This is an optimization exercise on Yosys and OpenROAD, whose aim is small area and a short achievable clock period, not a production implementation.
Function was checked by simulation only, so behaviour that the tests miss may differ from the original.
No activity file was given, so power comes from the tool's default toggle rates.

**design/flow/config.mk**
```make
export PLATFORM = sky130hd
export DESIGN_NAME = single_cycle
export DESIGN_NICKNAME = single_cycle
export VERILOG_FILES = /design/flow/design.v
export SDC_FILE = /design/flow/constraint.sdc
export NUM_CORES = 4
export LEC_CHECK = 0
export CAP_MARGIN = 20
export CELL_PAD_IN_SITES_DETAIL_PLACEMENT = 1
export CELL_PAD_IN_SITES_GLOBAL_PLACEMENT = 2
export CORE_MARGIN = 2
export CORE_UTILIZATION = 55
export CTS_CLUSTER_DIAMETER = 100
export CTS_CLUSTER_SIZE = 20
export PLACE_DENSITY = 0.65
export SLEW_MARGIN = 20
export SYNTH_HIERARCHICAL = 1
```
**design/flow/flow/run.sh**
```bash
#!/bin/bash
set -euo pipefail
bash standard.sh SETUP_SLACK_MARGIN=7 \
   "BUFFER_PORTS_ARGS=-buffer_cell sky130_fd_sc_hd__buf_1" \
   finish > standard_flow.log 2>&1
```
**design/flow/standard.sh**
```bash
#!/bin/bash
# synth_recipe.tcl (not shown) runs the flow's synth.tcl, then flattens the netlist and writes it again
# the make line also repeats each setting of config.mk as NAME=value (left out here)
make -C /OpenROAD-flow-scripts/flow DESIGN_CONFIG=/design/flow/config.mk WORK_HOME=/design/flow/orfs CLKGATE_MAP_FILE= SYNTH_SCRIPT=/design/flow/synth_recipe.tcl "${@:-finish}"
```
**design/flow/constraint.sdc**
```tcl
create_clock -name core_clock -period 12.0 [get_ports {clk_i}]
set_input_delay 2.4000 -clock core_clock [delete_from_list [all_inputs] [get_ports {clk_i}]]
set_output_delay 2.4000 -clock core_clock [all_outputs]
set_load 0.01 [all_outputs]
```
**design/flow/design.v**
```verilog
module single_cycle (
   input  logic           clk_i,
   input  logic           rst_ni,
   input  logic  [W-1:0]  io_sw_i,
   input  logic  [W-1:0]  imem_rdata_i,
   output logic  [W-1:0]  pc_debug_o,
   output logic  [W-1:0]  io_lcd_o,
   output logic  [W-1:0]  io_ledg_o,
   output logic  [W-1:0]  io_ledr_o,
   output logic  [W-1:0]  io_hex0_o,
   output logic  [W-1:0]  io_hex1_o,
   output logic  [W-1:0]  io_hex2_o,
   output logic  [W-1:0]  io_hex3_o,
   output logic  [W-1:0]  io_hex4_o,
   output logic  [W-1:0]  io_hex5_o,
   output logic  [W-1:0]  io_hex6_o,
   output logic  [W-1:0]  io_hex7_o
);
parameter W = 32;
logic [31:0] pc, pcD, instrD_r, iD;
logic        bubD;
logic        hazard, taken;
logic [31:0] target;
logic [31:0] opA, opX, opY, pcE;
logic        fMA, fMB, fMY, fWA, fWB, fWY;
logic        digA, digB, digBo, subE;
logic        oAdd, oXor, oAnd, oOr, oSll, oSr, oSra, oSlt, oLui;
logic        wenE, dmemE, buE, pcselE, brE, jalrE, validE;
logic [1:0]  wbE;
logic [2:0]  f3E;
logic [4:0]  rdE;
logic [31:0] alu_data;
logic [31:0] alu_dataM, auxM, resM, ld_data;
logic [1:0]  wbM;
logic [2:0]  f3M;
logic [4:0]  rdM;
logic        wenM, dmemM;
logic [31:0] resW, wb_data;
logic [4:0]  rdW;
logic        wenW, hexW;
logic [3:0]  dig, dig_wb, dS;
logic [9:0]  dsel_oh;
logic        dsel_none;
logic        takenR;
logic [31:0] targetR, seqR;
assign pc = takenR ? targetR : seqR;
always_ff @(posedge clk_i or negedge rst_ni) begin
   if (!rst_ni) begin
      takenR <= 1'b0;
      seqR   <= 32'd0;
   end else begin
      takenR <= taken;
      seqR   <= hazard ? pc : pc + 32'd4;
   end
end
always_ff @(posedge clk_i) targetR <= target;
assign pc_debug_o = pc;
always_ff @(posedge clk_i or negedge rst_ni) begin
   if (!rst_ni)      bubD <= 1'b1;
   else              bubD <= taken | (hazard & bubD);
end
always_ff @(posedge clk_i) begin
   if (!hazard) instrD_r <= imem_rdata_i;
   pcD <= pc;
end
assign iD = instrD_r;
logic [4:0] opD, rs1D, rs2D, rdD;
logic [2:0] f3D;
assign opD  = iD[6:2];
assign f3D  = iD[14:12];
assign rs1D = bubD ? 5'd0 : iD[19:15];
assign rs2D = bubD ? 5'd0 : iD[24:20];
logic [4:0] rs1R, rs2R;
assign rs1R = iD[19:15];
assign rs2R = iD[24:20];
assign rdD  = bubD ? 5'd0 : iD[11:7];
logic       wenD, dmemD, opaD, opbD, pcselD, brD, buD, jalrD;
logic       wenDr, dmemDr, pcselDr;
logic [1:0] wbD;
logic [3:0] aluD;
assign wenD   = wenDr | bubD;
assign dmemD  = dmemDr & !bubD;
assign pcselD = pcselDr & !bubD;
always_comb begin
   wenDr = 1'b0; dmemDr = 1'b0; opaD = 1'b0; opbD = 1'b0;
   pcselDr = 1'b0; brD = 1'b0; buD = 1'b0; wbD = 2'b00; aluD = 4'd0;
   case (opD)
      5'b11111: begin wbD = 2'b11; wenDr = 1'b1; end                   
      5'b01100: begin                                                 
         wenDr = 1'b1;
         case (f3D)
            3'b000: aluD = iD[30] ? 4'd1 : 4'd0;
            3'b001: aluD = 4'd5;
            3'b010: aluD = 4'd8;
            3'b011: begin aluD = 4'd9; buD = 1'b1; end
            3'b100: aluD = 4'd2;
            3'b101: aluD = iD[30] ? 4'd7 : 4'd6;
            3'b110: aluD = 4'd4;
            default: aluD = 4'd3;
         endcase
      end
      5'b00100: begin                                                 
         wenDr = 1'b1; opbD = 1'b1;
         case (f3D)
            3'b000: aluD = 4'd0;
            3'b001: aluD = 4'd5;
            3'b010: aluD = 4'd8;
            3'b011: begin aluD = 4'd9; buD = 1'b1; end
            3'b100: aluD = 4'd2;
            3'b101: aluD = iD[30] ? 4'd7 : 4'd6;
            3'b110: aluD = 4'd4;
            default: aluD = 4'd3;
         endcase
      end
      5'b00000: begin wenDr = 1'b1; opbD = 1'b1; wbD = 2'b01; end      
      5'b01000: begin dmemDr = 1'b1; opbD = 1'b1; end                  
      5'b11000: if (f3D[2:1] != 2'b01) begin                          
         pcselDr = 1'b1; brD = 1'b1; buD = f3D[1];
      end
      5'b01101: begin wenDr = 1'b1; opbD = 1'b1; aluD = 4'd10; end     
      5'b00101: begin wenDr = 1'b1; opaD = 1'b1; opbD = 1'b1; end      
      5'b11011: begin pcselDr = 1'b1; wbD = 2'b10; wenDr = 1'b1; end    
      5'b11001: begin pcselDr = 1'b1; wbD = 2'b10; wenDr = 1'b1; end    
      default: ;
   endcase
end
assign jalrD = (iD[6:0] == 7'b1100111);
logic [31:0] immI, immS, immB, immU, immJ, immX, immT, tgtD;
assign immI = {{20{iD[31]}}, iD[31:20]};
assign immS = {{20{iD[31]}}, iD[31:25], iD[11:7]};
assign immB = {{19{iD[31]}}, iD[31], iD[7], iD[30:25], iD[11:8], 1'b0};
assign immU = {iD[31:12], 12'b0};
assign immJ = {{12{iD[31]}}, iD[19:12], iD[20], iD[30:21], 1'b0};
assign immX = opD[0] ? immU : (opD[3] ? immS : immI);
assign immT = !opD[0] ? immB : (opD[1] ? immJ : immI);
assign tgtD = jalrD ? immT : pcD + immT;
logic [31:0] rf [1:31];
logic [31:1] rfv;
logic [31:0] rf_rs1, rf_rs2;
wire         rf_we = wenW & (rdW != 5'd0);
always_ff @(posedge clk_i) begin
   if (rf_we) rf[rdW] <= wb_data;
end
always_ff @(posedge clk_i or negedge rst_ni) begin
   if (!rst_ni)    rfv <= '0;
   else if (rf_we) rfv[rdW] <= 1'b1;
end
logic [31:1] rd1_oh, rd2_oh;
always_comb begin
   for (int k = 1; k < 32; k++) begin
      rd1_oh[k] = (rs1R == 5'(k)) & rfv[k];
      rd2_oh[k] = (rs2R == 5'(k)) & rfv[k];
   end
end
always_comb begin
   rf_rs1 = 32'd0;
   rf_rs2 = 32'd0;
   for (int k = 1; k < 32; k++) begin
      rf_rs1 = rf_rs1 | ({32{rd1_oh[k]}} & rf[k]);
      rf_rs2 = rf_rs2 | ({32{rd2_oh[k]}} & rf[k]);
   end
end
assign hazard = dmemE & validE & ((rdE == rs1D) | (rdE == rs2D));
wire wenEv = wenE & validE;
wire hexM  = (wbM == 2'b11);
wire mA = (rs1R == rdE) & wenEv & (rdE != 5'd0);
wire wA = (rs1R == rdM) & wenM  & (rdM != 5'd0);
wire tA = (rs1R == rdW) & wenM  & (rdW != 5'd0);
wire mB = (rs2R == rdE) & wenEv & (rdE != 5'd0);
wire wB = (rs2R == rdM) & wenM  & (rdM != 5'd0);
wire tB = (rs2R == rdW) & wenM  & (rdW != 5'd0);
wire [31:0] rs1n = tA ? wb_data : rf_rs1;
wire [31:0] rs2n = tB ? wb_data : rf_rs2;
logic [31:0] opA_n, opX_n, opY_n;
assign opA_n = opaD  ? pcD  : ((mA | wA) ? 32'd0 : rs1n);
assign opX_n = opbD  ? immX : ((mB | wB) ? 32'd0 : rs2n);
assign opY_n = dmemD ? ((mB | wB) ? 32'd0 : rs2n) : tgtD;
always_ff @(posedge clk_i) begin
   opA   <= opA_n;
   opX   <= opX_n;
   opY   <= opY_n;
   fMA   <= mA & !opaD;
   fMB   <= mB & !opbD;
   fMY   <= mB & dmemD;
   fWA   <= wA & !hexM & !mA & !opaD;
   fWB   <= wB & !hexM & !mB & !opbD;
   fWY   <= wB & !hexM & !mB & dmemD;
   subE  <= (aluD == 4'd1);
   oAdd  <= (aluD == 4'd0) | (aluD == 4'd1);
   oXor  <= (aluD == 4'd2);
   oAnd  <= (aluD == 4'd3);
   oOr   <= (aluD == 4'd4);
   oSll  <= (aluD == 4'd5);
   oSr   <= (aluD == 4'd6) | (aluD == 4'd7);
   oSra  <= (aluD == 4'd7);
   oSlt  <= (aluD == 4'd8) | (aluD == 4'd9);
   oLui  <= (aluD == 4'd10);
   pcE   <= pcD;
   digA  <= !opaD & !mA & wA & hexM;
   digB  <= !mB & wB & hexM;
   digBo <= !opbD & !mB & wB & hexM;
   wenE  <= wenD;
   dmemE <= dmemD;
   wbE   <= wbD;
   buE   <= buD;
   pcselE <= pcselD;
   brE   <= brD;
   jalrE <= jalrD;
   f3E   <= f3D;
   rdE   <= rdD;
end
always_ff @(posedge clk_i or negedge rst_ni) begin
   if (!rst_ni) validE <= 1'b0;
   else         validE <= !(taken | hazard);
end
logic [31:0] opAe, opXe, opYe;
assign opAe = ({32{fMA}} & alu_dataM) | ({32{fWA}} & resW) | opA;
assign opXe = ({32{fMB}} & alu_dataM) | ({32{fWB}} & resW) | opX;
assign opYe = ({32{fMY}} & alu_dataM) | ({32{fWY}} & resW) | opY;
logic [3:0]  dA, dB, a_lo, b_lo, bs_lo;
logic [27:0] a_hi, b_hi, bs_hi;
logic [3:0] dBs;
logic [3:0] gA [0:9];
logic [3:0] gB [0:9];
logic [3:0] gBs [0:9];
logic [3:0] gS [0:9];
always_comb begin
   for (int k = 0; k < 10; k++) begin
      gA[k]  = digs[k] & {4{digA}};
      gB[k]  = digs[k] & {4{digBo}};
      gBs[k] = (digs[k] ^ {4{subE}}) & {4{digBo}};
      gS[k]  = digs[k] & {4{digB}};
   end
end
hex_pick u_pA (.oh(dsel_oh), .d0(gA[0]), .d1(gA[1]), .d2(gA[2]), .d3(gA[3]), .d4(gA[4]),
   .d5(gA[5]), .d6(gA[6]), .d7(gA[7]), .d8(gA[8]), .d9(gA[9]), .dig(dA));
hex_pick u_pB (.oh(dsel_oh), .d0(gB[0]), .d1(gB[1]), .d2(gB[2]), .d3(gB[3]), .d4(gB[4]),
   .d5(gB[5]), .d6(gB[6]), .d7(gB[7]), .d8(gB[8]), .d9(gB[9]), .dig(dB));
hex_pick u_pBs (.oh(dsel_oh), .d0(gBs[0]), .d1(gBs[1]), .d2(gBs[2]), .d3(gBs[3]), .d4(gBs[4]),
   .d5(gBs[5]), .d6(gBs[6]), .d7(gBs[7]), .d8(gBs[8]), .d9(gBs[9]), .dig(dBs));
hex_pick u_pS (.oh(dsel_oh), .d0(gS[0]), .d1(gS[1]), .d2(gS[2]), .d3(gS[3]), .d4(gS[4]),
   .d5(gS[5]), .d6(gS[6]), .d7(gS[7]), .d8(gS[8]), .d9(gS[9]), .dig(dS));
assign a_hi  = opAe[31:4];
assign b_hi  = opXe[31:4];
assign a_lo  = opAe[3:0] | dA;
assign b_lo  = opXe[3:0] | dB;
assign bs_hi = subE ? ~b_hi : b_hi;
assign bs_lo = dBs | ((digBo & dsel_none) ? {4{subE}} : (digBo ? 4'd0 : (opXe[3:0] ^ {4{subE}})));
logic [4:0]  s_lo;
logic [27:0] s_h0, s_h1;
add4 u_add_lo (.a(a_lo), .b(bs_lo), .ci(subE), .s(s_lo[3:0]), .co(s_lo[4]));
add2 u_sum_hi (.a(a_hi), .b(bs_hi), .s0(s_h0), .s1(s_h1), .c0(), .c1());
logic        lt, h_eq, h_lt, l_eq, l_lt;
assign h_eq = (a_hi == b_hi);
assign h_lt = (a_hi <  b_hi);
assign l_eq = (a_lo == b_lo);
assign l_lt = (a_lo <  b_lo);
ex_cmp u_cmp (
   .h_eq(h_eq), .h_lt(h_lt), .l_eq(l_eq), .l_lt(l_lt),
   .a31(opAe[31]), .b31(opXe[31]), .bu(buE), .f3(f3E),
   .en(validE & pcselE), .br(brE),
   .lt(lt), .taken(taken)
);
logic [31:0] sh;
ex_shift u_shift (
   .a(opAe), .da(dA), .amt(opXe[4:0]), .db(dB), .left(oSll), .arith(oSra), .y(sh)
);
logic [27:0] o_hi, p0_hi, alu_hi;
logic [3:0]  o_lo;
assign o_hi  = ({28{oXor}} & (a_hi ^ b_hi)) | ({28{oAnd}} & (a_hi & b_hi)) |
               ({28{oOr}}  & (a_hi | b_hi)) | ({28{oLui}} & b_hi);
assign p0_hi = oAdd ? s_h0 : o_hi;
ex_fin u_fin (
   .shift(oSll | oSr), .sh(sh[31:4]), .c1(oAdd & s_lo[4]), .h1(s_h1), .h0(p0_hi),
   .y(alu_hi)
);
assign o_lo = ({4{oAdd}} & s_lo[3:0]) | ({4{oXor}} & (a_lo ^ b_lo)) |
              ({4{oAnd}} & (a_lo & b_lo)) | ({4{oOr}} & (a_lo | b_lo)) |
              ({4{oLui}} & b_lo) | {3'd0, oSlt & lt};
assign alu_data = {alu_hi, (oSll | oSr) ? sh[3:0] : o_lo};
logic [4:0]  t_lo;
logic [27:0] t_h0, t_h1, t_hi;
add4 u_tgt_lo (.a(a_lo), .b(opY[3:0]), .ci(1'b0), .s(t_lo[3:0]), .co(t_lo[4]));
add2 u_tgt_hi (.a(a_hi), .b(opY[31:4]), .s0(t_h0), .s1(t_h1), .c0(), .c1());
ex_csel u_tgt_sel (.c(jalrE & t_lo[4]), .h0(jalrE ? t_h0 : opY[31:4]), .h1(t_h1), .y(t_hi));
assign target = {t_hi, jalrE ? t_lo[3:0] : opY[3:0]};
wire [31:0] sdE = {opYe[31:4], opYe[3:0] | dS};
always_ff @(posedge clk_i) begin
   alu_dataM <= alu_data;
   auxM      <= (wbE == 2'b10) ? pcE + 32'd4 : sdE;
   wbM       <= wbE;
   f3M       <= f3E;
end
always_ff @(posedge clk_i or negedge rst_ni) begin
   if (!rst_ni) begin
      wenM <= 1'b0; dmemM <= 1'b0; rdM <= 5'd0;
   end else begin
      wenM  <= wenE & validE;
      dmemM <= dmemE & validE;
      rdM   <= validE ? rdE : 5'd0;
   end
end
logic [31:0] dm [0:15];
logic [31:0] io [0:10];
logic [3:0]  mask;
logic [31:0] rw;
logic [7:0]  ld_b;
logic [15:0] ld_h;
wire  [31:0] addr = alu_dataM;
wire         peri_ok = (addr[3:2] == 2'b00) && (addr[7:4] <= 4'hA);
always_comb begin
   case (f3M[1:0])
      2'b00:   mask = 4'b0001 << addr[1:0];
      2'b01:   mask = addr[1] ? 4'b1100 : 4'b0011;
      2'b10:   mask = 4'b1111;
      default: mask = 4'b0000;
   endcase
end
always_ff @(posedge clk_i) begin
   if (dmemM && !addr[11]) begin
      for (int j = 0; j < 4; j++)
         if (mask[j]) dm[addr[5:2]][8*j +: 8] <= auxM[8*j +: 8];
   end
   if (dmemM && addr[11:8] == 4'h8 && peri_ok) begin
      for (int j = 0; j < 4; j++)
         if (mask[j]) io[addr[7:4]][8*j +: 8] <= auxM[8*j +: 8];
   end
end
logic [15:0] dm_oh;
logic [10:0] io_oh;
wire         sw_sel = (addr[11:8] == 4'h9);
always_comb begin
   for (int k = 0; k < 16; k++) dm_oh[k] = !addr[11] & (addr[5:2] == 4'(k));
   for (int k = 0; k < 11; k++) io_oh[k] = (addr[11:8] == 4'h8) & (addr[3:2] == 2'b00) & (addr[7:4] == 4'(k));
end
always_comb begin
   rw = {32{sw_sel}} & io_sw_i;
   for (int k = 0; k < 16; k++) rw = rw | ({32{dm_oh[k]}} & dm[k]);
   for (int k = 0; k < 11; k++) rw = rw | ({32{io_oh[k]}} & io[k]);
end
assign ld_b = rw[8*addr[1:0] +: 8];
assign ld_h = addr[1] ? rw[31:16] : rw[15:0];
always_comb begin
   case (f3M[1:0])
      2'b00:   ld_data = {(f3M[2] ? 24'd0 : {24{ld_b[7]}}), ld_b};
      2'b01:   ld_data = {(f3M[2] ? 16'd0 : {16{ld_h[15]}}), ld_h};
      default: ld_data = rw;
   endcase
end
assign resM = (wbM == 2'b01) ? ld_data : ((wbM == 2'b10) ? auxM : alu_dataM);
assign io_hex0_o = io[0];
assign io_hex1_o = io[1];
assign io_hex2_o = io[2];
assign io_hex3_o = io[3];
assign io_hex4_o = io[4];
assign io_hex5_o = io[5];
assign io_hex6_o = io[6];
assign io_hex7_o = io[7];
assign io_ledr_o = io[8];
assign io_ledg_o = io[9];
assign io_lcd_o  = io[10];
always_ff @(posedge clk_i) begin
   resW <= resM;
   hexW <= hexM;
end
always_ff @(posedge clk_i or negedge rst_ni) begin
   if (!rst_ni) begin
      wenW <= 1'b0; rdW <= 5'd0;
   end else begin
      wenW <= wenM; rdW <= rdM;
   end
end
assign wb_data = hexW ? {28'd0, dig_wb} : resW;
localparam CV_IDLE = 2'd0, CV_RUN = 2'd1, CV_GAP = 2'd2, CV_FIN = 2'd3;
logic [1:0]  cph;
logic [4:0]  ccnt;
logic [3:0]  cstg;
logic [4:0]  cacc;
logic [31:0] cquo;
logic [3:0]  digs [0:9];
wire        cstart = bubD ? (io_sw_i == 32'd0) : (io_sw_i == rf_rs1);
logic       cst_r;
wire        cge    = (cacc >= 5'd10);
wire [3:0]  cred   = cge ? (cacc[3:0] - 4'd10) : cacc[3:0];
always_ff @(posedge clk_i or negedge rst_ni) begin
   if (!rst_ni) begin
      cph  <= CV_IDLE;
      ccnt <= 5'd0;
      cstg <= 4'd0;
      for (int k = 0; k < 10; k++) digs[k] <= 4'd0;
   end else begin
      case (cph)
         CV_IDLE: if (cst_r) begin cph <= CV_RUN; ccnt <= 5'd1; cstg <= 4'd0; end
         CV_RUN: begin
            if (ccnt == 5'd31) begin
               digs[cstg] <= cred;
               cph <= (cstg == 4'd9) ? CV_FIN : CV_GAP;
            end else begin
               ccnt <= ccnt + 5'd1;
            end
         end
         CV_GAP: begin cph <= CV_RUN; ccnt <= 5'd0; cstg <= cstg + 4'd1; end
         default: ;
      endcase
   end
end
always_ff @(posedge clk_i or negedge rst_ni) begin
   if (!rst_ni) cst_r <= 1'b0;
   else         cst_r <= cstart & (cph == CV_IDLE) & !cst_r;
end
always_ff @(posedge clk_i) begin
   case (cph)
      CV_IDLE: if (cst_r) begin cacc <= {cred, cquo[31]}; cquo <= {cquo[30:0], cge}; end
               else        begin cacc <= {4'd0, rf_rs1[31] & !bubD}; cquo <= {rf_rs1[30:0] & {31{!bubD}}, 1'b0}; end
      CV_RUN:  begin cacc <= {cred, cquo[31]};   cquo <= {cquo[30:0], cge}; end
      CV_GAP:  begin cacc <= {4'd0, cquo[31]};   cquo <= {cquo[30:0], 1'b0}; end
      default: ;
   endcase
end
hex_onehot u_doh (.sel(imem_rdata_i[31:28]), .oh(dsel_oh), .none(dsel_none));
hex_pick u_dig_wb (
   .oh(dsel_oh),
   .d0(digs[0]), .d1(digs[1]), .d2(digs[2]), .d3(digs[3]), .d4(digs[4]),
   .d5(digs[5]), .d6(digs[6]), .d7(digs[7]), .d8(digs[8]), .d9(digs[9]),
   .dig(dig_wb)
);
endmodule
module ex_csel (
   input  logic        c,
   input  logic [27:0] h0,
   input  logic [27:0] h1,
   output logic [27:0] y
);
assign y = c ? h1 : h0;
endmodule
module ex_cmp (
   input  logic       h_eq, h_lt, l_eq, l_lt, a31, b31, bu,
   input  logic [2:0] f3,
   input  logic       en, br,
   output logic       lt, taken
);
logic [2:0] lt3, tk3;
ex_cmp_pre u_pre (
   .h_eq(h_eq), .h_lt(h_lt), .a31(a31), .b31(b31), .bu(bu), .f3(f3), .en(en), .br(br),
   .lt3(lt3), .tk3(tk3)
);
ex_cmp_sel u_sel (.l_lt(l_lt), .l_eq(l_eq), .lt3(lt3), .tk3(tk3), .lt(lt), .taken(taken));
endmodule
module ex_cmp_pre (
   input  logic       h_eq, h_lt, a31, b31, bu,
   input  logic [2:0] f3,
   input  logic       en, br,
   output logic [2:0] lt3,
   output logic [2:0] tk3
);
always_comb begin
   for (int k = 0; k < 3; k++) begin
      logic l_lt, l_eq, eq, ltu, lts, lt, cond;
      l_lt  = (k == 0);
      l_eq  = (k == 1);
      eq    = h_eq & l_eq;
      ltu   = h_lt | (h_eq & l_lt);
      lts   = (a31 ^ b31) ? a31 : (ltu | (eq & a31));
      lt    = bu ? ltu : lts;
      cond  = f3[2] ? (lt ^ f3[0]) : (eq ^ f3[0]);
      lt3[k] = lt;
      tk3[k] = en & (!br | cond);
   end
end
endmodule
module ex_cmp_sel (
   input  logic       l_lt, l_eq,
   input  logic [2:0] lt3, tk3,
   output logic       lt, taken
);
assign lt    = l_lt ? lt3[0] : (l_eq ? lt3[1] : lt3[2]);
assign taken = l_lt ? tk3[0] : (l_eq ? tk3[1] : tk3[2]);
endmodule
module hex_onehot (
   input  logic [3:0] sel,
   output logic       none,
   output logic [9:0] oh
);
logic [3:0] lo;
logic [2:0] hi;
logic       hi_unused;
hex_pre2 u_lo (.s(sel[1:0]), .p(lo));
hex_pre2 u_hi (.s(sel[3:2]), .p({hi_unused, hi}));
always_comb begin
   for (int k = 0; k < 10; k++) oh[k] = hi[k / 4] & lo[k % 4];
end
assign none = hi_unused | (hi[2] & (lo[2] | lo[3]));
endmodule
module hex_pre2 (
   input  logic [1:0] s,
   output logic [3:0] p
);
assign p = 4'b0001 << s;
endmodule
module hex_pick (
   input  logic [9:0] oh,
   input  logic [3:0] d0, d1, d2, d3, d4, d5, d6, d7, d8, d9,
   output logic [3:0] dig
);
assign dig = ({4{oh[0]}} & d0) | ({4{oh[1]}} & d1) | ({4{oh[2]}} & d2) |
             ({4{oh[3]}} & d3) | ({4{oh[4]}} & d4) | ({4{oh[5]}} & d5) |
             ({4{oh[6]}} & d6) | ({4{oh[7]}} & d7) | ({4{oh[8]}} & d8) |
             ({4{oh[9]}} & d9);
endmodule
module ex_fin (
   input  logic        shift,
   input  logic [27:0] sh,
   input  logic        c1,
   input  logic [27:0] h1,
   input  logic [27:0] h0,
   output logic [27:0] y
);
assign y = shift ? sh : (c1 ? h1 : h0);
endmodule
module ex_shift (
   input  logic [31:0] a,
   input  logic [3:0]  da,
   input  logic [4:0]  amt,
   input  logic [3:0]  db,
   input  logic        left,
   input  logic        arith,
   output logic [31:0] y
);
logic [31:0] x, xr, r, rr, fill;
logic [4:0]  n;
assign x = {a[31:4], a[3:0] | da};
assign n = {amt[4], amt[3:0] | db};
always_comb for (int i = 0; i < 32; i++) xr[i] = x[31 - i];
assign r    = (left ? xr : x) >> n;
always_comb for (int i = 0; i < 32; i++) rr[i] = r[31 - i];
assign fill = (arith & x[31]) ? ~(32'hFFFFFFFF >> n) : 32'd0;
assign y    = left ? rr : (r | fill);
endmodule
module add4 (
   input  logic [3:0] a,
   input  logic [3:0] b,
   input  logic       ci,
   output logic [3:0] s,
   output logic       co
);
logic [3:0] g, p;
logic [4:0] c;
assign g = a & b;
assign p = a ^ b;
assign c[0] = ci;
assign c[1] = g[0] | (p[0] & ci);
assign c[2] = g[1] | (p[1] & g[0]) | (p[1] & p[0] & ci);
assign c[3] = g[2] | (p[2] & g[1]) | (p[2] & p[1] & g[0]) | (p[2] & p[1] & p[0] & ci);
assign c[4] = g[3] | (p[3] & g[2]) | (p[3] & p[2] & g[1]) | (p[3] & p[2] & p[1] & g[0]) |
              (p[3] & p[2] & p[1] & p[0] & ci);
assign s  = p ^ c[3:0];
assign co = c[4];
endmodule
module mux_late (
   input  logic        s,
   input  logic [31:0] a,
   input  logic [31:0] b,
   output logic [31:0] y
);
assign y = s ? a : b;
endmodule
module add2 (
   input  logic [27:0] a,
   input  logic [27:0] b,
   output logic [27:0] s0,
   output logic [27:0] s1,
   output logic        c0,
   output logic        c1
);
logic [27:0] p, G, P;
always_comb begin
   logic [27:0] Gn, Pn;
   p = a ^ b;
   G = a & b;
   P = p;
   for (int l = 0; l < 5; l++) begin
      Gn = G;
      Pn = P;
      for (int i = 0; i < 28; i++) begin
         if (((i >> l) & 1) == 1) begin
            Gn[i] = G[i] | (P[i] & G[((i >> l) << l) - 1]);
            Pn[i] = P[i] & P[((i >> l) << l) - 1];
         end
      end
      G = Gn;
      P = Pn;
   end
end
assign s0 = p ^ {G[26:0], 1'b0};
assign s1 = p ^ {G[26:0] | P[26:0], 1'b1};
assign c0 = G[27];
assign c1 = G[27] | P[27];
endmodule
```
==> impl_metrics.csv, run 1 <==
group,metric,value,unit
clock_network,hold_buffers,0,
sta,worst_pin_slew,1.243,ns
flow_run,maxCapViolations,0,
global_routing,grt_max_degree,86,
layout,postLayoutCoreUtil,60.59,%
die,die_area,206000,µm²
pwr,netSwitchingFraction,39.91,%
sta,finalClockSkew,0.05568,ns
sta,rsz0062_at_grt,"yes",
die,die-height,453.9,µm
sta,hold_slack,0.3600,ns
min_path,hold_start,"f3E[1]$_DFF_P_",
sta,period_needed,5.251,ns
global_routing,grt_pass1_wl,750300,µm
sta,tns,0,ns
sta,max-slew-margin-rel,14.99,%
global_routing,antenna_found_initial,56,
detailed_routing,wl,559100,µm
critical_path,setup.worst_path.end_class,"register",
clock_network,clockRootBuffer,"clkbuf_16",
critical_path,ff2ff_path_depth,12,
critical_path,cp.required,12.79,ns
critical_path,r2r-end,"cst_r$_DFF_PN0_",
pwr,p_clk_share,20.2,%
critical_path,slowest_delay,0.80,ns
placed_design,post_dp_cell_area,116800,µm²
die,die_x,453.9,µm
critical_path,cp_cell_sequence,"buf_4, nor4b_2, and2_2, buf_4, a22oi_1, nand4_1, or4_1, xor2_1, nor4_1, nand4_1, nor4_1, a41o_2",
clock_network,worstSkewPairLatency,0.90,ns
min_path,hold_path.class,"reg -> reg",
critical_path,slowest_stage,"nor4b_2",
detailed_routing,avgRoutedWirePerCell,47.03,µm
die,ios,450,
global_routing,grt_use_total,52.65,%
critical_path,path_buf_inv,2,
min_path,whs_path_depth,0,
pwr,p_int,15.33,mW
synth,synth_cells,8741,
run_status,status,"no timing/DRC/antenna violations",
layout,layout-drive-gt1-share,12.57,%
detailed_routing,via_per_inst,8.069,
clock_network,cts_tree,"built",
synth,syn-cell-area,111300,µm²
layout,nNetsFinal,9403,
detailed_routing,ant_nets,0,
pwr,leakagePower,42.50,nW
clock_network,clock_path_buffers,3,
global_routing,first_global_vias,92221,
critical_path,critPathKind,"reg -> reg",
placed_design,io_buffers,449,
min_path,min_to,"f3M[1]$_DFF_P_",
die,core-area,201700,µm²
pwr,ir_drop,0.1958,mV
global_routing,grt_overflow,0,
clock_network,cts.htree.levels,4,
detailed_routing,drt_iter0_markers,19530,
detailed_routing,num_vias,95920,
pwr,p_total,25.51,mW
critical_path,path_delay_family,"simple AND/OR/NAND/NOR gates",
critical_path,r2r-start,"instrD_r[18]$_DFFE_PN_",
critical_path,critPathMaxFanout,19,
layout,finalInstanceArea,122200,µm²
layout,mostFrequentLayoutCells,"edfxtp_1, a22oi_1, buf_1",
synth,synth.avg_cell_area,12.73,µm²
detailed_routing,drc,0,
die,initial_utilization,55.18,%
sta,drv_slew,0,
layout,final_common_cell,"edfxtp_1",
critical_path,crit_arrival,6.04,ns
sta,setup_viol,0,
layout,syn_to_final_growth,9.799,%
clock_network,cts.sink_count,2385,
placed_design,gp_congestion,1.010,
critical_path,crit_path_start,"instrD_r[18]$_DFFE_PN_",
synth,ys_warn_count,21,
critical_path,r2r_slack,6.75,ns
pwr,pwr-share-seq,46.4,%
sta,max_freq,190.4,MHz
die,num_rows,165,
sta,hold_viol,0,
pwr,p_sw,10.18,mW
placed_design,post-dp-hpwl,371000,µm
detailed_routing,firstDrtPassIters,13,
clock_network,clkTransAtPathRegs,0.10,ns
sta,finalCritPeriodShare,43.76,%
pwr,p_per_area,208.8,nW/µm²
pwr,power_frac_comb,33.4,%
critical_path,startpoint_type,"register",
clock_network,cts_made_buffers,141,
sequential cells by signal, indices dropped and copies added (netlist names), 40 cells and up:
signal  cells
rf        992
dm        512
io        352
digs       40
worst max-delay path by stage:
stage                                end  cells past startpoint  slack (ns)
floorplan           alu_dataM[2]$_DFF_P_                     14        6.60
global placement    alu_dataM[2]$_DFF_P_                     14        5.41
detailed placement  alu_dataM[2]$_DFF_P_                     14        5.30
CTS                 alu_dataM[2]$_DFF_P_                     15        6.93
global route        alu_dataM[2]$_DFF_P_                     16        6.89
finish                   cst_r$_DFF_PN0_                     12        6.75
power by group through the flow:
stage / sequential [mW] / combinational, mW / clock (mW)
floorplan: 11.2 / 4.53 / 0
global placement: 11.9 / 7.56 / 0
detailed placement: 11.9 / 7.82 / 0
CTS: 11.7 / 7.93 / 5.04
global route: 11.8 / 8.71 / 5.29
finish: 11.8 / 8.52 / 5.15
layout make-up:
cell class | count | area (µm²)
inverter | 184 | 691.9
tap | 2672 | 3343
clock buffer | 183 | 3700
sequential | 2385 | 67710
antenna | 46 | 115.1
clock inverter | 22 | 301.5
multi-input combinational | 5567 | 41630
timing repair buffer | 829 | 4716
fill | 19715 | 79490
worst register-to-register path, stage by stage, from the launching register on:
cell and delay (ns):
edfxtp_1 0.40, buf_4 0.27, nor4b_2 0.87, and2_2 0.80, buf_4 0.67, a22oi_1 0.16
nand4_1 0.13, or4_1 0.51, xor2_1 0.14, nor4_1 0.45, nand4_1 0.19, nor4_1 0.22
a41o_2 0.36
layer usage:
layer | routed length (µm) | GRT usage (%) | vias up | part of all wire (%)
met2 | 233800 | 76.09 | 9978 | 42
met4 | 61240 | 45.27 | 40 | 11
met3 | 84640 | 19.54 | 3453 | 15
met5 | 617 | 1.632 | - | 0.11
li1 | - | - | 35445 | -
met1 | 178800 | 61.84 | 47004 | 32
stage by stage:
| stage | setup slack, ns | std cells |
|---|---|---|
| 2_1_floorplan | 6.599 | 8742 |
| 3_3_place_gp | 5.406 | 11560 |
| 3_5_place_dp | 5.304 | 11564 |
| 4_1_cts | 6.931 | 11794 |
| 5_1_grt | 6.890 | 11859 |
| 6_report | 6.749 | 11888 |
timing repair:
action / in CTS / in global routing
pin swaps: 11 / 36
endpoints found under the setup margin: 74 / 95
resized for setup: 55 / 109
hold endpoints to repair: 0 / 0
buffers inserted: 20 / 33
cloned: 5 / 10
==> inputs of run 2 (changes only) <==
--- a/design/flow/config.mk
+++ b/design/flow/config.mk
@@ -9,9 +9,9 @@
 export CELL_PAD_IN_SITES_DETAIL_PLACEMENT = 1
 export CELL_PAD_IN_SITES_GLOBAL_PLACEMENT = 2
 export CORE_MARGIN = 2
-export CORE_UTILIZATION = 55
+export CORE_UTILIZATION = 50
 export CTS_CLUSTER_DIAMETER = 100
 export CTS_CLUSTER_SIZE = 20
-export PLACE_DENSITY = 0.65
+export PLACE_DENSITY = 0.6
 export SLEW_MARGIN = 20
 export SYNTH_HIERARCHICAL = 1
==> run 2 against run 1 <==
- still clean on timing, DRC and antenna
- worst hold slack better by 0.0025 ns
- critical path depth down 2
- combinational power about the same
- sequential power about the same
- total power about the same
- die area up 9.9%
- design area up 0.54%
- largest power group unchanged
==> impl_metrics.csv, run 2 <==
group,metric,value,unit
pwr,netSwitchingFraction,39.77,%
layout,regMostFlops,"rf",
layout,nNetsFinal,9440,
clock_network,hold_buffers,0,
placed_design,io_buffers,449,
global_routing,grt_pass1_wl,753300,µm
die,die_x,475.8,µm
layout,syn_to_final_growth,10.40,%
run_status,status,"no timing/DRC/antenna violations",
flow_run,maxCapViolations,0,
global_routing,grt_use_total,48.41,%
critical_path,crit_path_start,"instrD_r[18]$_DFFE_PN_",
clock_network,clockRootBuffer,"clkbuf_16",
critical_path,slowest_delay,0.98,ns
critical_path,r2r_slack,6.79,ns
global_routing,antenna_found_initial,60,
critical_path,r2r-end,"opA[23]$_DFF_P_",
placed_design,pre_cts_ws,5.146,ns
sta,max-slew-margin-rel,9.093,%
placed_design,gp_congestion,0.9903,
sta,worst_pin_slew,1.364,ns
clock_network,cts.sink_count,2385,
detailed_routing,wl,564000,µm
placed_design,post-dp-hpwl,377700,µm
layout,mostFrequentLayoutCells,"edfxtp_1, a22oi_1, buf_1",
clock_network,cts_tree,"built",
detailed_routing,drc,0,
detailed_routing,num_vias,93896,
critical_path,slowest_stage,"mux2i_1",
synth,syn-cell-area,111300,µm²
sta,max_freq,191.9,MHz
pwr,leakagePower,42.74,nW
sta,finalCritPeriodShare,43.42,%
critical_path,critPathKind,"reg -> reg",
sta,period_needed,5.211,ns
critical_path,startpoint_type,"register",
synth,synth_cells,8741,
detailed_routing,avgRoutedWirePerCell,46.09,µm
pwr,p_clk_share,20.4,%
die,die_area,226400,µm²
pwr,p_int,15.37,mW
critical_path,path_common_cell,"buf_4",
detailed_routing,drt_iter0_markers,18042,
die,initial_utilization,50.17,%
layout,fillers,22181,
placed_design,dpl.cell_count,11909,
die,die-height,475.8,µm
critical_path,ff2ff_path_depth,10,
critical_path,crit_end,"opA[23]$_DFF_P_",
detailed_routing,ant_nets,0,
clock_network,clock_path_buffers,3,
critical_path,cp.required,12.68,ns
sta,hold_viol,0,
synth,ys_warn_count,21,
pwr,pwr-share-seq,46.3,%
die,core-area,221900,µm²
global_routing,grt_max_degree,86,
die,ios,450,
clock_network,cts.htree.levels,4,
pwr,p_per_area,207.7,nW/µm²
critical_path,cp_cell_sequence,"buf_4, and3b_1, and4b_2, buf_4, buf_4, a22o_1, a221oi_1, nand4_1, mux2i_1, o21ai_0",
layout,final_common_cell,"edfxtp_1",
layout,largest_reg_flops,992,
synth,synth.avg_cell_area,12.73,µm²
pwr,power_frac_comb,33.3,%
pwr,p_total,25.52,mW
sta,drv_slew,0,
critical_path,critPathMaxFanout,19,
detailed_routing,firstDrtPassIters,9,
sta,tns,0,ns
clock_network,clkTransAtPathRegs,0.09,ns
sta,finalClockSkew,0.06342,ns
sta,rsz0062_at_grt,"yes",
layout,layout-drive-gt1-share,12.69,%
sta,fin_ws,6.789,ns
clock_network,worstSkewPairLatency,0.89,ns
clock_network,cts_made_buffers,141,
pwr,ir_drop,0.1727,mV
global_routing,first_global_vias,89389,
critical_path,setup.worst_path.end_class,"register",
min_path,hold_path.class,"reg -> reg",
critical_path,crit_arrival,5.89,ns
critical_path,r2r-start,"instrD_r[18]$_DFFE_PN_",
detailed_routing,via_per_inst,7.672,
layout,instances_no_fill,12238,
pwr,p_sw,10.15,mW
die,num_rows,173,
sta,setup_viol,0,
global_routing,grt_overflow,0,
-- run 2: metrics by stage --
stage / instance area [µm²] / util (%) / hold WS [ns]
2_1_floorplan: 111400 / - / 0.3096
5_1_grt: 122800 / 55.35 / 0.3677
3_3_place_gp: 117500 / 52.97 / 0.3159
3_5_place_dp: 117500 / 52.98 / 0.3371
6_report: 122900 / 55.38 / 0.3625
4_1_cts: 122200 / 55.07 / 0.3560
-- run 2: worst min-delay path by stage --
stage	end	startpoint	slack, ns	cells after the start
3_3_place_gp	f3M[1]$_DFF_P_	f3E[1]$_DFF_P_	0.32	0
2_1_floorplan	f3M[1]$_DFF_P_	f3E[1]$_DFF_P_	0.31	0
5_1_grt	f3M[1]$_DFF_P_	f3E[1]$_DFF_P_	0.37	0
3_5_place_dp	wbM[0]$_DFF_P_	wbE[0]$_DFF_P_	0.34	0
4_1_cts	f3M[1]$_DFF_P_	f3E[1]$_DFF_P_	0.36	0
6_report	f3M[1]$_DFF_P_	f3E[1]$_DFF_P_	0.36	0
-- run 2: layout make-up --
| class | count | area [µm²] | area share [%] |
|---|---|---|---|
| tap | 2975 | 3722 | 3.029 |
| sequential | 2385 | 67710 | 55.11 |
| multi-input combinational | 5563 | 41460 | 33.74 |
| inverter | 184 | 690.7 | 0.5621 |
| timing repair buffer | 870 | 5025 | 4.089 |
| clock buffer | 189 | 3751 | 3.053 |
| clock inverter | 24 | 389.1 | 0.3167 |
| antenna | 48 | 120.1 | 0.09776 |
-- run 2: layer usage --
metal | wire length, µm | vias up | part of all wire [%] | global-route usage (%)
met5 | 273 | - | 0.048 | 0
met4 | 55600 | 34 | 9.9 | 36.99
met3 | 77730 | 2771 | 14 | 15.08
met2 | 240200 | 8795 | 43 | 71.77
met1 | 190200 | 46814 | 34 | 59.12
li1 | - | 35482 | - | -
-- run 2: power groups by stage --
stage                     sequential [mW]  clock (mW)  combinational (mW)
final                                11.8        5.20                8.50
after global routing                 11.8        5.40                8.77
after CTS                            11.7        5.15                8.07
after detailed placement             11.9           0                7.96
after global placement               11.9           0                7.78
after floorplan                      11.2           0                4.53
-- run 2: timing repair --
| item | CTS | global route |
|---|---|---|
| resized for setup | 54 | 71 |
| setup buffers | 29 | 26 |
| setup endpoints to repair | 86 | 87 |
| cloned | 7 | 3 |
| pin swaps | 18 | 21 |
-- run 2: critical path, delay by kind of cell (launching register included) --
kind            cells  cell delay, ns
flops               1            0.34
mux                 1            0.98
simple gates        3            1.80
buf+inv             3            1.07
compound gates      3            0.70
==> inputs of run 3 (changes only) <==
--- a/design/flow/design.v
+++ b/design/flow/design.v
@@ -378,8 +378,9 @@
 logic [4:0]  cacc;
 logic [31:0] cquo;
 logic [3:0]  digs [0:9];
-wire        cstart = bubD ? (io_sw_i == 32'd0) : (io_sw_i == rf_rs1);
-logic       cst_r;
+logic [31:0] swR;
+logic        cmp_ok;
+wire         cst_r  = cmp_ok & (cph == CV_IDLE) & (swR == {cacc[0], cquo[31:1]});
 wire        cge    = (cacc >= 5'd10);
 wire [3:0]  cred   = cge ? (cacc[3:0] - 4'd10) : cacc[3:0];
 always_ff @(posedge clk_i or negedge rst_ni) begin
@@ -405,9 +406,10 @@
    end
 end
 always_ff @(posedge clk_i or negedge rst_ni) begin
-   if (!rst_ni) cst_r <= 1'b0;
-   else         cst_r <= cstart & (cph == CV_IDLE) & !cst_r;
+   if (!rst_ni) cmp_ok <= 1'b0;
+   else         cmp_ok <= 1'b1;
 end
+always_ff @(posedge clk_i) swR <= io_sw_i;
 always_ff @(posedge clk_i) begin
    case (cph)
       CV_IDLE: if (cst_r) begin cacc <= {cred, cquo[31]}; cquo <= {cquo[30:0], cge}; end
==> run 3 against run 2 <==
- total power increased by 2.3%
- critical endpoint is now opA[29]$_DFF_P_
- largest power group unchanged
- sequential power about the same
- clock power is essentially flat
- highest routed layer unchanged
- register-to-register slack about the same
- first-iteration DRC count is 4.2% lower
==> impl_metrics.csv, run 3 <==
group,metric,value,unit
die,initial_utilization,50.22,%
pwr,leakagePower,42.33,nW
layout,multiInputGateArea,41210,µm²
placed_design,gp_congestion,0.9850,
layout,regMostFlops,"rf",
placed_design,io_buffers,449,
pwr,p_per_area,212.1,nW/µm²
layout,seqCellArea,68350,µm²
critical_path,critPathMaxFanout,24,
sta,rsz0062_at_grt,"yes",
sta,finalClockSkew,0.04607,ns
clock_network,clockRootBuffer,"clkbuf_16",
clock_network,cts.htree.levels,4,
synth,syn-cell-area,111500,µm²
global_routing,antenna_found_initial,53,
sta,fin_ws,6.798,ns
sta,finalCritPeriodShare,43.35,%
die,core-area,222100,µm²
die,ios,450,
min_path,min_to,"f3M[1]$_DFF_P_",
sta,drv_slew,0,
global_routing,grt_use_total,48.01,%
critical_path,crit_arrival,5.89,ns
run_status,status,"no timing/DRC/antenna violations",
sta,max-slew-margin-rel,13.16,%
detailed_routing,drt_iter0_markers,17280,
sta,tns,0,ns
layout,final_common_cell,"edfxtp_1",
layout,layout-drive-gt1-share,12.63,%
layout,mostFrequentLayoutCells,"edfxtp_1, a22oi_1, buf_1",
detailed_routing,via_per_inst,7.633,
layout,largest_reg_flops,992,
min_path,hold_start,"f3E[1]$_DFF_P_",
synth,synth.avg_cell_area,12.83,µm²
clock_network,cts.sink_count,2417,
sta,hold_viol,0,
die,die_area,226900,µm²
clock_network,cts_made_buffers,143,
pwr,ir_drop,0.1761,mV
die,num_rows,173,
detailed_routing,wl,563000,µm
min_path,whs_path_depth,0,
detailed_routing,ant_nets,0,
global_routing,grt_max_degree,78,
detailed_routing,num_vias,92657,
critical_path,r2r-end,"opA[29]$_DFF_P_",
critical_path,r2r_slack,6.80,ns
sta,worst_pin_slew,1.293,ns
clock_network,clkTransAtPathRegs,0.09,ns
global_routing,grt_overflow,0,
die,die_x,476.3,µm
critical_path,r2r-start,"instrD_r[18]$_DFFE_PN_",
layout,fillers,22101,
layout,syn_to_final_growth,10.41,%
critical_path,startpoint_type,"register",
clock_network,clock_path_buffers,3,
die,die-height,476.3,µm
global_routing,grt_pass1_wl,756500,µm
synth,ys_warn_count,21,
detailed_routing,firstDrtPassIters,10,
layout,nNetsFinal,9358,
clock_network,cts_tree,"built",
placed_design,dpl.cell_count,11806,
pwr,p_total,26.11,mW
clock_network,worstSkewPairLatency,0.89,ns
global_routing,first_global_vias,89953,
flow_run,maxCapViolations,0,
critical_path,ff2ff_path_depth,8,
critical_path,cp.required,12.69,ns
layout,instances_no_fill,12139,
detailed_routing,avgRoutedWirePerCell,46.38,µm
detailed_routing,drc,0,
critical_path,critPathKind,"reg -> reg",
sta,period_needed,5.202,ns
placed_design,post-dp-hpwl,374400,µm
critical_path,setup.worst_path.end_class,"register",
sta,setup_viol,0,
placed_design,pre_cts_ws,4.900,ns
synth,synth_cells,8693,
sta,max_freq,192.2,MHz
min_path,hold_path.class,"reg -> reg",
## run 3: report_power, final
part	internal [mW]	leakage [nW]	total, mW	switching (mW)
Combinational	2.71	18.0	9.00	6.29
Sequential	10.7	22.3	11.9	1.24
Clock	2.29	2.00	5.22	2.93
Total	15.7	42.3	26.1	10.5
## run 3: worst max-delay path by stage
stage | depth (start not counted) | startpoint | to | slack, ns
finish | 8 | instrD_r[18]$_DFFE_PN_ | opA[29]$_DFF_P_ | 6.80
global route | 19 | imem_rdata_i[31] | alu_dataM[11]$_DFF_P_ | 6.83
CTS | 17 | imem_rdata_i[30] | alu_dataM[0]$_DFF_P_ | 6.89
detailed placement | 14 | imem_rdata_i[31] | alu_dataM[1]$_DFF_P_ | 4.90
global placement | 14 | imem_rdata_i[31] | alu_dataM[1]$_DFF_P_ | 4.96
floorplan | 14 | imem_rdata_i[31] | alu_dataM[2]$_DFF_P_ | 6.60
## run 3: timing repair
item                                    in CTS  in global routing
cloned                                       5                  3
pin swaps                                   18                 38
buffers inserted                            42                 37
hold buffers                                 0                  0
resized for setup                           61                 83
endpoints found under the setup margin     110                 66
## run 3: final cells by class
| class | instances | area share, % |
|---|---|---|
| repair buffers | 850 | 4.033 |
| inverters | 184 | 0.5608 |
| multi-input cells | 5467 | 33.46 |
| well taps | 2975 | 3.023 |
| clock buffers | 198 | 3.116 |
| flip-flops and latches | 2417 | 55.50 |
| diodes | 25 | 0.05080 |
| clock inverters | 23 | 0.2560 |
## run 3: per-stage QoR
step	util (%)	area, µm²	hold WS [ns]
2_1_floorplan	-	111600	0.3096
4_1_cts	55.08	122300	0.3604
5_1_grt	55.43	123100	0.3681
3_3_place_gp	52.88	117400	0.3204
6_report	55.45	123100	0.3632
3_5_place_dp	52.92	117500	0.3300
## run 3: metal layers
metal	vias up	part of all wire (%)	GRT usage, %	routed length [µm]
met5	-	0.046	0	259
met4	32	10	38.62	56720
met3	2481	13	14.49	75180
met2	8449	43	71.24	240700
met1	46389	34	58.09	190100
li1	35306	-	-	-
## run 3: critical path: stages, from the launching register on
cell and delay (ns):
edfxtp_1 0.98, nor2b_1 0.73, and3_2 0.80, buf_4 0.72, a222oi_1 0.27, nand3_1 0.14, or4_1 0.54, mux2i_1 0.20
o21ai_0 0.61
==> inputs of run 4 (changes only) <==
--- a/design/flow/config.mk
+++ b/design/flow/config.mk
@@ -9,9 +9,9 @@
 export CELL_PAD_IN_SITES_DETAIL_PLACEMENT = 1
 export CELL_PAD_IN_SITES_GLOBAL_PLACEMENT = 2
 export CORE_MARGIN = 2
-export CORE_UTILIZATION = 50
+export CORE_UTILIZATION = 55
 export CTS_CLUSTER_DIAMETER = 100
 export CTS_CLUSTER_SIZE = 20
-export PLACE_DENSITY = 0.6
+export PLACE_DENSITY = 0.65
 export SLEW_MARGIN = 20
 export SYNTH_HIERARCHICAL = 1
==> run 4 against run 3 <==
- routed wire length is 0.92% lower
- synthesized cell count stayed put
- via count is 2.0% higher
- clock power hardly changed
- die area is 9.0% lower
- core utilization is 5.3 points higher
- first-iteration DRC count is 17% higher
- worst setup slack worse by 0.13 ns
- non-clock buffer count is 35 lower
==> impl_metrics.csv, run 4 <==
group,metric,value,unit
run_status,status,"no timing/DRC/antenna violations",
sta,period_needed,5.331,ns
clock_network,cts_tree,"built",
layout,syn_to_final_growth,9.888,%
die,core-area,201900,µm²
sta,finalCritPeriodShare,44.43,%
critical_path,setup.worst_path.end_class,"register",
layout,layout-drive-gt1-share,12.32,%
synth,syn-cell-area,111500,µm²
critical_path,critPathMaxFanout,18,
global_routing,grt_max_degree,86,
min_path,hold_path.class,"reg -> reg",
layout,fillers,19742,
clock_network,cts.htree.levels,4,
critical_path,slowest_stage,"edfxtp_1",
sta,tns,0,ns
pwr,p_int,15.62,mW
pwr,leakagePower,42.13,nW
pwr,pwr-share-seq,45.4,%
detailed_routing,firstDrtPassIters,11,
clock_network,cts_made_buffers,141,
global_routing,grt_overflow,0,
layout,largest_reg_flops,992,
critical_path,r2r-start,"instrD_r[16]$_DFFE_PN_",
critical_path,crit_end,"opA[15]$_DFF_P_",
pwr,p_sw,10.53,mW
die,die_x,454.3,µm
placed_design,pre_cts_ws,4.830,ns
layout,mostFrequentLayoutCells,"edfxtp_1, a22oi_1, buf_1",
layout,seqCellArea,68350,µm²
critical_path,cp.required,12.63,ns
sta,hold_slack,0.3448,ns
placed_design,gp_congestion,1.008,
detailed_routing,num_vias,94487,
sta,rsz0062_at_grt,"yes",
placed_design,io_buffers,449,
detailed_routing,drc,0,
detailed_routing,ant_nets,0,
die,ios,450,
die,num_rows,165,
placed_design,post-dp-hpwl,368500,µm
clock_network,clkTransAtPathRegs,0.09,ns
critical_path,crit_path_start,"instrD_r[16]$_DFFE_PN_",
critical_path,ff2ff_path_depth,10,
clock_network,clockRootBuffer,"clkbuf_16",
critical_path,path_common_cell,"buf_4",
sta,drv_slew,0,
sta,hold_viol,0,
pwr,power_frac_comb,34.7,%
layout,final_common_cell,"edfxtp_1",
critical_path,r2r-end,"opA[15]$_DFF_P_",
pwr,p_clk_share,20.0,%
critical_path,critPathKind,"reg -> reg",
synth,ys_warn_count,21,
layout,nNetsFinal,9322,
detailed_routing,via_per_inst,7.989,
die,die_area,206400,µm²
critical_path,startpoint_type,"register",
critical_path,crit_arrival,5.96,ns
clock_network,cts.sink_count,2417,
sta,max-slew-margin-rel,10.29,%
detailed_routing,avgRoutedWirePerCell,47.17,µm
global_routing,first_global_vias,91014,
pwr,p_per_area,213.4,nW/µm²
clock_network,clock_path_buffers,3,
sta,max_freq,187.6,MHz
global_routing,antenna_found_initial,59,
layout,finalInstanceArea,122600,µm²
clock_network,worstSkewPairLatency,0.89,ns
layout,regMostFlops,"rf",
flow_run,maxCapViolations,0,
die,initial_utilization,55.24,%
sta,setup_viol,0,
sta,finalClockSkew,0.05822,ns
critical_path,cp_cell_sequence,"nor3b_1, and3_2, buf_4, buf_4, a22o_1, a221oi_1, nand3_1, or4_1, mux2i_1, o21ai_0",
placed_design,post_dp_cell_area,117000,µm²
detailed_routing,drt_iter0_markers,20134,
detailed_routing,wl,557900,µm
clock_network,hold_buffers,0,
critical_path,r2r_slack,6.67,ns
sta,worst_pin_slew,1.325,ns
synth,synth_cells,8693,
synth,synth.avg_cell_area,12.83,µm²
layout,multiInputGateArea,41270,µm²
pwr,netSwitchingFraction,40.28,%
sta,fin_ws,6.669,ns
pwr,ir_drop,0.1762,mV
global_routing,grt_pass1_wl,748700,µm
critical_path,slowest_delay,1.16,ns
die,die-height,454.3,µm
pwr,p_total,26.16,mW
global_routing,grt_use_total,52.79,%
## run 4: cell types whose count changed in the layout (fill, tap and decap cells not counted), moves of 6 or more
cell	delta
buf_6	-9
mux2i_4	+7
diode_2	+16
buf_4	-20
and2_4	+7
clkbuf_1	+16
mux2i_2	-10
o21ai_0	-7
and2_2	-6
## run 4: final cells by class
type                    instances  area share, %
flip-flops and latches       2417          55.76
well taps                    2672          2.728
multi-input cells            5468          33.67
repair buffers                815          3.764
clock buffers                 213          3.159
clock inverters                17         0.2644
diodes                         41        0.08370
inverters                     184         0.5635
## run 4: worst min-delay path by stage
stage                    from        endpoint  slack [ns]  cells past startpoint
6_report       f3E[1]$_DFF_P_  f3M[1]$_DFF_P_        0.34                      0
5_1_grt        f3E[1]$_DFF_P_  f3M[1]$_DFF_P_        0.36                      0
4_1_cts        f3E[1]$_DFF_P_  f3M[1]$_DFF_P_        0.35                      0
3_5_place_dp   f3E[1]$_DFF_P_  f3M[1]$_DFF_P_        0.32                      0
3_3_place_gp   f3E[1]$_DFF_P_  f3M[1]$_DFF_P_        0.32                      0
2_1_floorplan  f3E[1]$_DFF_P_  f3M[1]$_DFF_P_        0.31                      0
## run 4: routing by layer
layer | track usage (%) | wire, µm | vias to the layer above | part of all wire [%]
met5 | 0.6996 | 337 | - | 0.060
met4 | 46.17 | 63830 | 32 | 11
met3 | 20.99 | 87550 | 3209 | 16
met2 | 75.15 | 229600 | 9927 | 41
met1 | 61.82 | 176600 | 46060 | 32
li1 | - | - | 35259 | -
## run 4: per-stage QoR
step | utilization [%] | cells
after floorplan | - | 8694
after detailed placement | 57.97 | 11495
final | 60.71 | 11827
after global routing | 60.67 | 11796
after global placement | 57.93 | 11490
after CTS | 60.31 | 11759
## run 4: repair_timing
action | in CTS | in global routing
buffers inserted | 28 | 19
pin swaps | 18 | 25
resized for setup | 64 | 93
setup endpoints to repair | 117 | 91
cloned | 6 | 4
## run 4: worst max-delay path, delay by kind of cell (launching register included)
family	cells	cell delay (ns)
flip-flops	1	1.16
buffers and inverters	2	0.77
AO/OA/AOI/OAI	3	0.82
multiplexers	1	0.67
AND/OR/NAND/NOR	4	1.58
## run 4: power groups by stage
stage	combinational (mW)	sequential, mW	clock (mW)
floorplan	4.71	11.4	0
global placement	8.09	11.9	0
finish	9.07	11.9	5.22
detailed placement	8.35	11.9	0
CTS	8.47	11.8	5.14
global route	9.26	11.8	5.40

static timing again, ports no longer ideal:
The results above use ideal ports. As a check the final layouts listed here were re-extracted and re-timed, cells and wires unchanged. Step 1 (the two cells are an assumption about what drives the block):
set clk [get_ports {clk_i}]
set_driving_cell -lib_cell sky130_fd_sc_hd__clkbuf_16 $clk
set_driving_cell -lib_cell sky130_fd_sc_hd__buf_2 [delete_from_list [all_inputs] $clk]
Step 2 moves the port delays by t, midway between the first and last clock arrival at a register: inputs arrive t later, outputs are due t later. That takes back most of the time a late clock gives input paths. Slacks: ideal ports / drivers / drivers and shift; pairs: ideal ports / drivers.
run	t (ns)	setup WS [ns]	worst hold slack (ns)	clock arrival spread, ns	worst data-port slew with drivers (ns)
run 1	0.988	6.749 / 6.749 / 6.046	0.360 / 0.360 / 0.360	0.056 / 0.057	0.12
run 2	0.955	6.789 / 6.789 / 6.065	0.362 / 0.362 / 0.362	0.078 / 0.078	0.14
run 3	0.966	6.798 / 6.798 / 5.832	0.363 / 0.363 / 0.363	0.047 / 0.047	0.15
run 4	0.975	6.669 / 6.669 / 5.983	0.345 / 0.345 / 0.345	0.064 / 0.064	0.18
After both steps setup and hold are still met in every run listed. The setup slack of run 3, which loses most, moves by 0.000 ns with the drivers and by -0.966 ns with both steps.
